Background: an optimization exercise with open tools, aiming at a short achievable clock period and few clock cycles. Do not read the settings as production practice. RTL that was checked went through simulation tests only; none was proved equivalent to the original. Power figures rest on the tool's default switching activity, not on a simulated workload.

==> inputs of job 1054 <==
Design CPU, start of the top module:
module CPU(
    input  wire        clk,
    input  wire        reset,
    output wire [31:0] mem_addr,
    output wire        mem_wr,
    output wire [31:0] mem_wdata,
    input  wire [31:0] mem_rdata
);
clock: 22.0 ns
lec_check: 0
cap_margin: 20
cell_pad_in_sites_detail_placement: 1
cell_pad_in_sites_global_placement: 2
core_margin: 2
core_utilization: 30
place_density: 0.5
slew_margin: 20
standard.sh (not shown) runs the stock make flow with config.mk's settings and CLKGATE_MAP_FILE= SYNTH_SCRIPT=/design/flow/synth_recipe.tcl, a recipe that flattens the netlist after the stock synthesis.
==> flow/flow/run.sh <==
#!/bin/bash
# The standard layout (the standard.sh: standard synthesis, floorplan,
# placement, CTS, routing), with the post-CTS and post-global-route timing
# repair asked to leave a setup margin, so that it sizes and buffers the
# critical paths for a shorter achieved period. The clock period and I/O
# constraints are the standard flow's, unchanged. Output goes to flow_standard.log.
set -euo pipefail
bash standard.sh SETUP_SLACK_MARGIN=16 TNS_END_PERCENT=5 finish > flow_standard.log 2>&1
==> job 6379 (differences from job 1054) <==
--- a/flow/design.v
+++ b/flow/design.v
@@ -2356,17 +2356,17 @@
     wire [31:0] B_rf = rfv[rt] ? rf[rt*32 +: 32] : ((rt == 5'd29) ? 32'd227 : 32'd0);
     reg        ev;
     reg [31:0] eA, eB, eI, eS;       
     reg [4:0]  eN;                   
     reg [4:0]  edst;
-    reg [31:0] epc, epc4, eT;        
+    reg [31:0] epc4, eT;             
     reg        e_short;              
     reg        e_sra, e_add, e_sub, e_and, e_slt, e_shl, e_shr, e_lui, e_jal, e_zero;
     reg        e_wr, e_wrl, e_load, e_sllm, e_rmw, e_sw, e_addm, e_addm_ph;
     reg        e_beq, e_bne, e_ble, e_bgt, e_j, e_jr, e_rte, e_halt, e_addi;
     reg [1:0]  e_sz;
-    wire        e_act  = ev & ~halted & (epc == xpc);
+    wire        e_act  = ev & ~halted;
     wire [31:0] sum_ab = eA + eB;
     wire [31:0] dif_ab = eA - eB;
     wire [31:0] addr   = eA + eI;
     wire        eq_ab  = (eA == eB);
     wire        lt_ab  = (eA[31] ^ eB[31]) ? eA[31] : dif_ab[31];
@@ -2388,33 +2388,39 @@
     wire taken   = e_beq & eq_ab | e_bne & ~eq_ab | e_ble & (lt_ab | eq_ab) |
                    e_bgt & ~(lt_ab | eq_ab) | e_j;
     wire e_halts = e_halt | (e_addi & ovf);
     wire e_hold  = e_act & e_addm & ~e_addm_ph;
     wire e_done  = e_act & ~e_hold;
-    wire e_go    = e_done;
+    wire e_go    = e_done & ~e_halts;
     wire redir   = e_go & ((taken & ~e_short) | e_jr | e_rte);
     wire [31:0] rtgt = e_jr ? eA : (e_rte ? 32'd0 : eT);
-    wire e_dmem  = e_act & ~e_halt & (e_load | e_sllm | e_rmw | e_sw | e_addm);
+    wire e_dmem  = e_act & ~e_halts & (e_load | e_sllm | e_rmw | e_sw | e_addm);
     wire e_rfw   = e_go & e_wr;
     wire e_late  = ev & e_wrl;
     wire hz = use_rs & (pend[rs] | e_late & (edst == rs)) |
               use_rt & (pend[rt] | e_late & (edst == rt)) |
               (wr_now | wr_late) & (pend[dst] | e_late & (edst == dst));
     wire blk = memop & (mem_block | ev & e_rmw) | cplx & (cx_busy | ev & (e_rmw | e_sllm | e_addm));
-    wire d_go   = dv & ~halted & ~e_hold & ~hz & ~blk;
-    wire d_free = ~dv | d_go;                  
+    wire eqT = (dpc == eT);
+    wire eq4 = (dpc == epc4);
+    wire eqX = (dpc == xpc);
+    wire pcm = e_act ? (taken ? eqT : eq4) : eqX;
+    wire d_ok   = dv & ~halted & ~e_hold & ~(e_act & e_halts) & ~redir;
+    wire d_kill = d_ok & ~pcm;
+    wire d_go   = d_ok & pcm & ~hz & ~blk;
+    wire d_free = ~dv | d_kill | d_go;         
     wire byA = e_rfw & (edst == rs);
     wire byB = e_rfw & (edst == rt);
     wire [31:0] A = byA ? e_res : A_rf;
     wire [31:0] B = byB ? e_res : B_rf;
     wire        t4f   = (k4 == K_FETCH);
     wire        qne   = (qc != 4'd0);
     wire [31:0] qhw   = qw[qh*32 +: 32];
     wire [31:0] qhp   = qp[qh*32 +: 32];
     wire        ir_ld = d_free & (qne | t4f);
-    wire        push  = t4f;
-    wire        pop   = ir_ld;
+    wire        push  = t4f & (qne | ~d_free);
+    wire        pop   = d_free & qne;
     wire [2:0] nf = (k1 == K_FETCH) + (k2 == K_FETCH) + (k3 == K_FETCH) + (k4 == K_FETCH);
     wire fetch_ok = ({1'b0, qc} + {2'b0, nf}) < QN;
     wire t4load = (k4 == K_LOAD);
     wire t4rmw  = (k4 == K_RMW);
     wire t5cx   = (k5 == K_SLLM) | (k5 == K_ADDM2);
@@ -2472,11 +2478,11 @@
                 qc <= qc + (push ? 4'd1 : 4'd0) - (pop ? 4'd1 : 4'd0);
                 if (d_free) dv <= qne | t4f;
             end
             if (e_act & e_halts) halted <= 1'b1;
             if (e_act & e_addm) e_addm_ph <= ~e_addm_ph;
-            if (e_done) xpc <= e_jr ? eA : (e_rte ? 32'd0 : (taken ? eT : epc4));
+            if (e_done) xpc <= taken ? eT : (e_jr ? eA : (e_rte ? 32'd0 : epc4));
             if (~e_hold) ev <= d_go;
             if (e_go & (e_rmw | e_sllm | e_addm)) cx_busy <= 1'b1;
             if (e_go & e_rmw) mem_block <= 1'b1;
             if (t4rmw) begin mem_block <= 1'b0; cx_busy <= 1'b0; end
             if (t5cx) cx_busy <= 1'b0;
@@ -2524,11 +2530,10 @@
             eB   <= (i_addi | i_addiu | i_slti) ? sei : B;
             eI   <= i_lui ? {imm, 16'd0} : sei;
             eS   <= (i_sllv | i_srav) ? A : B;
             eN   <= (i_sllv | i_srav) ? B[4:0] : sh;
             edst <= dst;
-            epc  <= dpc;
             epc4 <= dpc4;
             eT   <= (i_j | i_jal) ? {dpc4[31:28], ir[25:0], 2'b00}
                                   : (dpc4 + {sei[29:0], 2'b00});
             e_short <= (i_j | i_jal) ? ((ir[25:0] - dpc[27:2]) <= 26'd5 &&
                                         (ir[25:0] - dpc[27:2]) != 26'd0)
==> flow/run.sh (new file) <==
#!/bin/bash
# synth_recipe.tcl (not shown) runs the flow's synth.tcl, then flattens the netlist and writes it again
# the make line also repeats each setting of config.mk as NAME=value (left out here)
make -C /OpenROAD-flow-scripts/flow DESIGN_CONFIG=/design/flow/config.mk WORK_HOME=/design/flow/orfs CLKGATE_MAP_FILE= SYNTH_SCRIPT=/design/flow/synth_recipe.tcl finish
removed: flow/flow/run.sh
removed: flow/standard.sh
==> impl_results.md <==
- Status: no timing/DRC/antenna violations
- Netlist cell types: 109
- Pin count of the biggest net entering global routing: 145
- Mean area per synthesized cell: 10.7 um^2
- Most used standard cells in the synthesized netlist: sky130_fd_sc_hd__edfxtp_1 (2099), sky130_fd_sc_hd__nand2_1 (1853), sky130_fd_sc_hd__o21ai_0 (1469), sky130_fd_sc_hd__nor2_1 (1224), sky130_fd_sc_hd__clkbuf_1 (1005)
- Number of antenna repair diodes: 109
- Seq pwr: 7390 uW
- Final Non-Filler Cells: 20000
- Most frequent cells in the layout: sky130_fd_sc_hd__edfxtp_1 (2099), sky130_fd_sc_hd__nand2_1 (1804), sky130_fd_sc_hd__o21ai_0 (1397), sky130_fd_sc_hd__nor2_1 (1184), sky130_fd_sc_hd__a21oi_1 (886)
- Adder-cell area share of the yosys netlist: 0.0183
- Least setup slack across all paths after layout: 15.52 ns
- Fraction of power consumed by combinational cells: 0.477
- Detailed placer's ending HPWL: 589000 um
- CP Cell Sequence: buf_4 > buf_4 > buf_12 > buf_6 > mux4_2 > mux2i_1 > o21ai_0 > nand3_1 > o21ai_0 > o21ai_0 > o21ai_0
- Combined global-route utilization of all metal layers: 0.341
- Placer congestion estimate: 0.961
- Path depth of the worst reg2reg path: 11
- Iteration-0 DRC Markers: 15200
- Fin crit period: 6.48 ns
- Reported clock group power: 5320 uW
- GRT met2 Usage: 0.550
[end of results for job 1054]
==> impl_results.md <==
- Combined global-route utilization of all metal layers: 0.355
- Fraction of power consumed by combinational cells: 0.099
- Placer congestion estimate: 0.948
- Status: no timing/DRC/antenna violations
- Iteration-0 DRC Markers: 16400
- Most frequent cells in the layout: sky130_fd_sc_hd__edfxtp_1 (2069), sky130_fd_sc_hd__nand2_1 (1460), sky130_fd_sc_hd__nor2_1 (1227), sky130_fd_sc_hd__o21ai_0 (1169), sky130_fd_sc_hd__a21oi_1 (1164)
- Detailed placer's ending HPWL: 605000 um
- Path depth of the worst reg2reg path: 26
- Netlist cell types: 96
- Final Non-Filler Cells: 19900
- GRT met2 Usage: 0.573
- Fin crit period: 11.50 ns
- Most used standard cells in the synthesized netlist: sky130_fd_sc_hd__edfxtp_1 (2069), sky130_fd_sc_hd__nand2_1 (1525), sky130_fd_sc_hd__nor2_1 (1287), sky130_fd_sc_hd__o21ai_0 (1212), sky130_fd_sc_hd__a21oi_1 (1177)
- Mean area per synthesized cell: 10.7 um^2
[end of results for job 6379]
Testbench counts of job 1054, summed over its fixed seeds: cycles 64,715.
No functional check of the RTL was part of job 6379.

==> port drivers added, routing unchanged <==
No port has a modelled driver above. Below, the same layouts with a new extraction and two added sets of constraints.
Step 1, drivers: a clkbuf_16 drives clk and a buf_2 each remaining input, both assumed.
Step 2, shift: input delay + t, output delay - t, t = (earliest + latest rising clock arrival at the registers) / 2. This alone moves slack from input paths to output paths.
Slacks: ideal ports / drivers / drivers and shift; pairs: ideal ports / drivers.
| run | t (ns) | setup WS [ns] | worst hold slack (ns) | worst setup path at the end |
|---|---|---|---|---|
| job 1054 | 1.114 | 15.522 / 15.522 / 15.005 | 0.324 / 0.324 / 0.324 | input, reset recovery |
| job 6379 | 1.096 | 10.498 / 10.498 / 10.498 | 0.327 / 0.327 / 0.327 | register to register |
After both steps every run listed still meets setup and hold. The setup slack of job 1054, which loses most, moves by 0.000 ns with the drivers and by -0.517 ns with both steps. The worst setup slack also covers recovery checks on asynchronous resets.
